This is an optimization exercise on Yosys and OpenROAD, whose aim is small area and a short achievable clock period, not a production implementation.
Only simulation tests tie the RTL to the original design; equivalence was not proved.
Power is estimated from default activity; no workload was simulated.

==> flow/design.v <==
module proc (
    input         clk,
    input         reset,
    input         intrq,
    input         ioskp,
    input  [11:0] mq,
    input         mql,
    output        dfrm_n,
    output        jump_n,
    output        intak_n,
    output        ioinst,
    output        mdl_n,
    output [11:0] md_n,
    output        mread_n,
    output        mwrite_n);
    genvar i;
    reg s_f1, s_f2, s_d1, s_d2, s_d3, s_e1, s_e2, s_e3, s_i1;
    reg [11:9] ir;
    reg        ir8;
    reg        iotf;                      
    reg [11:0] ac, ma, pc;
    reg        lnk;
    wire acz     = ~| ac;
    wire ir0     = ir == 3'o0;
    wire ir1     = ir == 3'o1;
    wire ir2     = ir == 3'o2;
    wire ir3     = ir == 3'o3;
    wire ir4     = ir == 3'o4;
    wire ir5     = ir == 3'o5;
    wire ir6     = ir == 3'o6;
    wire ir7     = ir == 3'o7;
    wire iotd    = iotf;
    wire grpa    = s_e1 & ir7 & ~ ma[8];
    wire grpb    = s_e1 & ir7 & ma[8] & ~ iotf;
    wire arith1  = s_e1 & ~ ir[11] & ~ ir[10];
    wire isz1    = s_e1 & ir2;
    wire dca1    = s_e1 & ir3;
    wire jms1    = s_e1 & ir4;
    wire jmp1    = s_e1 & ir5;
    wire iot1    = s_e1 & iotd;
    wire and2    = s_e2 & (ir0 | ir1 & acz);
    wire tad2    = s_e2 & ir1 & ~ acz;
    wire isz2    = s_e2 & ir2;
    wire dca2    = s_e2 & ir3;
    wire jms2    = s_e2 & ir4;
    wire iot2    = s_e2 & iotd;
    wire tad3    = s_e3 & ir[9];      
    wire isz3    = s_e3 & ir[10];
    wire jms3    = s_e3 & ir[11];
    wire autoidx = ma[11:3] == 9'o001;
    wire meminst = ~ (mq[11] & mq[10]);
    wire mqgrpb  = mq[11:8] == 4'b1111 & mq[2:0] == 3'b000;
    wire skip    = s_f2 & mqgrpb & (((lnk & mq[4]) | (acz & mq[5]) | (ac[11] & mq[6])) ^ mq[3]);
    wire [11:0] pcc;
    assign pcc[0] = 1'b1;
    assign pcc[1] = pc[0] | skip;
    generate for (i = 2; i < 12; i = i + 1) begin : g_pcc
        assign pcc[i] = pcc[1] & (& pc[i-1:1]);
    end endgenerate
    wire [11:0] pcinc = pc ^ {pcc[11:1], ~ skip};
    wire [11:0] ix = s_e2 & ir[11] ? ma : mq;
    wire [11:0] ixc;
    assign ixc[0] = 1'b1;
    generate for (i = 1; i < 12; i = i + 1) begin : g_ixc
        assign ixc[i] = & ix[i-1:0];
    end endgenerate
    wire [11:0] ixinc = ix ^ ixc;
    wire e1iot = s_e1 & ir[11] & ir[10];
    wire selp  = s_f1 | s_e2 & ir[11] | e1iot & ~ iotd;               
    wire selm  = s_d1 | s_d3 | s_e1 & ~ (ir[11] & ir[10]) | s_e3;     
    wire sela  = e1iot & iotd | s_e2 & ~ ir[11];                      
    wire [11:0] mdo = {12{selp}} & pc | {12{selm}} & ma | {12{sela}} & ac;
    wire brk = jmp1 | jms3 | grpb;
    assign md_n     = ~ mdo;
    assign mdl_n    = ~ lnk;
    assign mread_n  = ~ (s_f1 | s_d1 | arith1 | isz1 | brk & ~ intrq);
    assign mwrite_n = ~ (s_d1 & autoidx | jms1 | dca1 | isz1 | s_i1);
    assign dfrm_n   = ~ (s_e1 & ~ ir[11] & ir8);
    assign jump_n   = ~ (s_e1 & ir[11] & ~ ir[10]);
    assign intak_n  = ~ s_i1;
    assign ioinst   = iot1;
    wire [11:0] tp = ma;
    wire [11:0] tg = ~ ma & ac;
    wire [2:0]  bg, bp;
    generate for (i = 0; i < 3; i = i + 1) begin : g_blk
        assign bg[i] = tg[4*i+3] | tp[4*i+3] & tg[4*i+2] | tp[4*i+3] & tp[4*i+2] & tg[4*i+1] |
                       tp[4*i+3] & tp[4*i+2] & tp[4*i+1] & tg[4*i];
        assign bp[i] = & tp[4*i+3:4*i];
    end endgenerate
    wire [3:0]  bc;                          
    assign bc[0] = 1'b0;
    assign bc[1] = bg[0];
    assign bc[2] = bg[1] | bp[1] & bg[0];
    assign bc[3] = bg[2] | bp[2] & bg[1] | bp[2] & bp[1] & bg[0];
    wire [11:0] tc;
    generate for (i = 0; i < 3; i = i + 1) begin : g_in
        assign tc[4*i]   = bc[i];
        assign tc[4*i+1] = tg[4*i] | tp[4*i] & bc[i];
        assign tc[4*i+2] = tg[4*i+1] | tp[4*i+1] & tg[4*i] | tp[4*i+1] & tp[4*i] & bc[i];
        assign tc[4*i+3] = tg[4*i+2] | tp[4*i+2] & tg[4*i+1] | tp[4*i+2] & tp[4*i+1] & tg[4*i] |
                           tp[4*i+2] & tp[4*i+1] & tp[4*i] & bc[i];
    end endgenerate
    wire [11:0] tsum = tp ^ tc;
    wire        tlnk = lnk ^ bc[3];
    wire [11:0] gy = (ac & {12{~ ma[7]}}) ^ {12{ma[5]}};
    wire [12:0] gc;
    assign gc[0] = ma[0];
    generate for (i = 1; i < 13; i = i + 1) begin : g_g1
        assign gc[i] = ma[0] & (& gy[i-1:0]);
    end endgenerate
    wire [11:0] gsum = gy ^ gc[11:0];
    wire        newl = ((lnk & ~ ma[6]) ^ ma[4]) ^ gc[12];
    wire [12:0] ls   = {newl, gsum};
    wire r_nop  = ma[3:1] == 3'b000;
    wire r_bsw  = ma[3:1] == 3'b001;
    wire r_ral  = ma[3:1] == 3'b010;
    wire r_rtl  = ma[3:1] == 3'b011;
    wire r_rar  = ma[3:1] == 3'b100;
    wire r_rtr  = ma[3:1] == 3'b101;
    wire r_one  = ma[3] & ma[2];
    wire [12:0] rot = {13{r_nop}} & ls |
                      {13{r_bsw}} & {newl, gsum[5:0], gsum[11:6]} |
                      {13{r_ral}} & {ls[11:0], ls[12]} |
                      {13{r_rtl}} & {ls[10:0], ls[12:11]} |
                      {13{r_rar}} & {ls[0], ls[12:1]} |
                      {13{r_rtr}} & {ls[1:0], ls[12:2]} |
                      {13{r_one}};
    wire endinst = and2 | tad3 | dca2 | isz3 | iot2 | grpa;
    always @(posedge clk or posedge reset) begin
        if (reset) begin
            {s_f1, s_f2, s_d1, s_d2, s_d3, s_e1, s_e2, s_e3, s_i1} <= 9'b100000000;
        end else begin
            s_f1 <= endinst & ~ intrq;
            s_i1 <= (endinst | brk) & intrq;
            s_f2 <= s_f1 | brk & ~ intrq;
            s_d1 <= s_f2 & meminst & mq[8];
            s_d2 <= s_d1;
            s_d3 <= s_d2 & autoidx;
            s_e1 <= s_f2 & ~ (meminst & mq[8]) | s_d2 & ~ autoidx | s_d3;
            s_e2 <= s_e1 & (~ ir[11] | ir4 | iotd) | s_i1;
            s_e3 <= s_e2 & (ir1 & ~ acz | ir2 | ir4);
        end
    end
    wire pcinc_en = s_f2 | isz3 & ~| ma | iot2 & ioskp;
    always @(posedge clk or posedge reset) begin
        if (reset)             pc <= 12'o0000;
        else if (jmp1 | jms3)  pc <= ma;
        else if (pcinc_en)     pc <= pcinc;
    end
    always @(posedge clk) begin
        if (s_i1)      ir <= 3'o4;
        else if (s_f2) ir <= mq[11:9];
        if (s_f2)      ir8 <= mq[8];
        if (s_i1)      iotf <= 1'b0;
        else if (s_f2) iotf <= mq[11:9] == 3'o6 | mq[11:8] == 4'b1111 & (| mq[2:0]);
    end
    always @(posedge clk) begin
        if (s_f2)                              ma <= {meminst ? (pc[11:7] & {5{mq[7]}}) : mq[11:7], mq[6:0]};
        else if (s_d2 & autoidx | isz2 | jms2) ma <= ixinc;
        else if (s_d2)                         ma <= mq;
        else if (tad2)                         ma <= mq ^ ac;
        else if (s_i1)                         ma <= 12'o0000;
    end
    wire acmq = s_e2 & (ir[11] | ~ ir[10]);       
    always @(posedge clk) begin
        if (and2 | iot2 | dca2 | grpb & ma[7] | tad3 | grpa)
            ac <= {12{acmq}} & mq & (ac | {12{ir[9] | ir[11]}}) |
                  {12{tad3}} & tsum |
                  {12{s_e1 & ~ ma[8]}} & rot[11:0];
        if (iot2)       lnk <= mql;
        else if (tad3)  lnk <= tlnk;
        else if (grpa)  lnk <= rot[12];
    end
endmodule
Settings: LEC_CHECK=0, CAP_MARGIN=20, CORE_MARGIN=2, CORE_UTILIZATION=40, SETUP_SLACK_MARGIN=3.2, SLEW_MARGIN=20; clock period 6.5 ns.
standard.sh (not shown) runs the stock make flow with config.mk's settings and CLKGATE_MAP_FILE= SYNTH_SCRIPT=/design/flow/synth_recipe.tcl, a recipe that flattens the netlist after the stock synthesis.
==> flow/flow/run.sh <==
#!/bin/bash
# Standard synthesis, then the combinational logic re-mapped by ABC (flip-flops untouched),
# then the standard layout from the re-mapped netlist. Each tool's output goes to its own log.
set -euo pipefail
W=$(pwd)
F=$W/flow
R=$W/orfs/results/$FLOW_PLATFORM/proc/base
YOSYS=$FLOW_HOME/../tools/install/yosys/bin/yosys
[[ -x $YOSYS ]] || YOSYS=yosys
bash standard.sh synth > $W/log_synth.txt 2>&1
cp $R/1_2_yosys.v $W/standard_netlist.v
if REMAP_LIB=$FLOW_HOME/platforms/sky130hd/lib/sky130_fd_sc_hd__tt_025C_1v80.lib \
   REMAP_IN=$W/standard_netlist.v REMAP_OUT=$W/remap_netlist.v REMAP_TOP=$FLOW_TOP \
   REMAP_ABC=$F/remap.abc REMAP_STAT_IN=$W/remap_stat_in.txt REMAP_STAT_OUT=$W/remap_stat_out.txt \
   $YOSYS -c $F/remap.tcl > $W/log_remap.txt 2>&1 &&
   python3 $F/flops.py $W/standard_netlist.v | sort > $W/flops_standard.txt &&
   python3 $F/flops.py $W/remap_netlist.v | sort > $W/flops_remap.txt &&
   cmp -s $W/flops_standard.txt $W/flops_remap.txt; then
  echo "using the re-mapped netlist" > $W/remap_choice.txt
  cp $W/remap_netlist.v $R/1_2_yosys.v
  rm -f $R/1_synth.odb $R/1_synth.sdc
else
  echo "re-map failed or changed the flip-flops: using the standard netlist" > $W/remap_choice.txt
fi
bash standard.sh > $W/log_layout.txt 2>&1
Other scripts of this flow, unchanged in this note and not shown: flow/flow/flops.py, flow/flow/remap.abc, flow/flow/remap.tcl
Then changed:
- SETUP_SLACK_MARGIN: 3.2 -> 3.4
- The changed run finished with timing, DRC and antenna clean
- clock power goes down by about 6%
- final area rises by 17%
- via count climbs by 15%
- final cell count rose by about 15%
Then changed:
- SETUP_SLACK_MARGIN: 3.4 -> default
Global-route usage drops by 3.7 points; power decreases by well over a third; synthesized area went down by a little under a tenth; design area goes down by about a fifth.
Then changed:
- SETUP_SLACK_MARGIN: default -> 3.0
Synthesized area goes down by about 0.6%.
Hold slack is better by 92 ps.
Clock-buffer cell count is unchanged.
Global-route usage goes up by 1.0 points.

-- re-timing with driven ports --
How much do the figures lean on ideal ports? The routed layouts below were timed once more, with nothing changed but the port constraints.
Step 1 sets driving cells, clkbuf_16 on the clock port and buf_2 on the other inputs (assumed; they add their load-dependent delay and slew).
Step 2 times the ports against the registers' clock, not the clock port: input delays grow and output delays shrink by t, the midpoint of the rising clock arrivals with the driver on.
Three values: ideal ports, drivers, drivers and shift; two values: the first two.
| run | t, ns | setup WS [ns] | worst data-port slew with drivers (ns) | pins driven straight from the clock port |
|---|---|---|---|---|
| the first run | 0.340 | 3.069 / 3.028 / 2.973 | 0.03 | 1 |
| the second run | 0.333 | 3.235 / 3.198 / 3.165 | 0.05 | 1 |
| the third run | 0.338 | 2.109 / 2.068 / 2.236 | 0.03 | 1 |
| the fourth run | 0.339 | 3.042 / 3.002 / 2.873 | 0.03 | 1 |
After both steps every run listed still meets setup and hold. For the fourth run, which loses most, drivers alone change the setup slack by -0.040 ns; drivers and shift together by -0.169 ns.
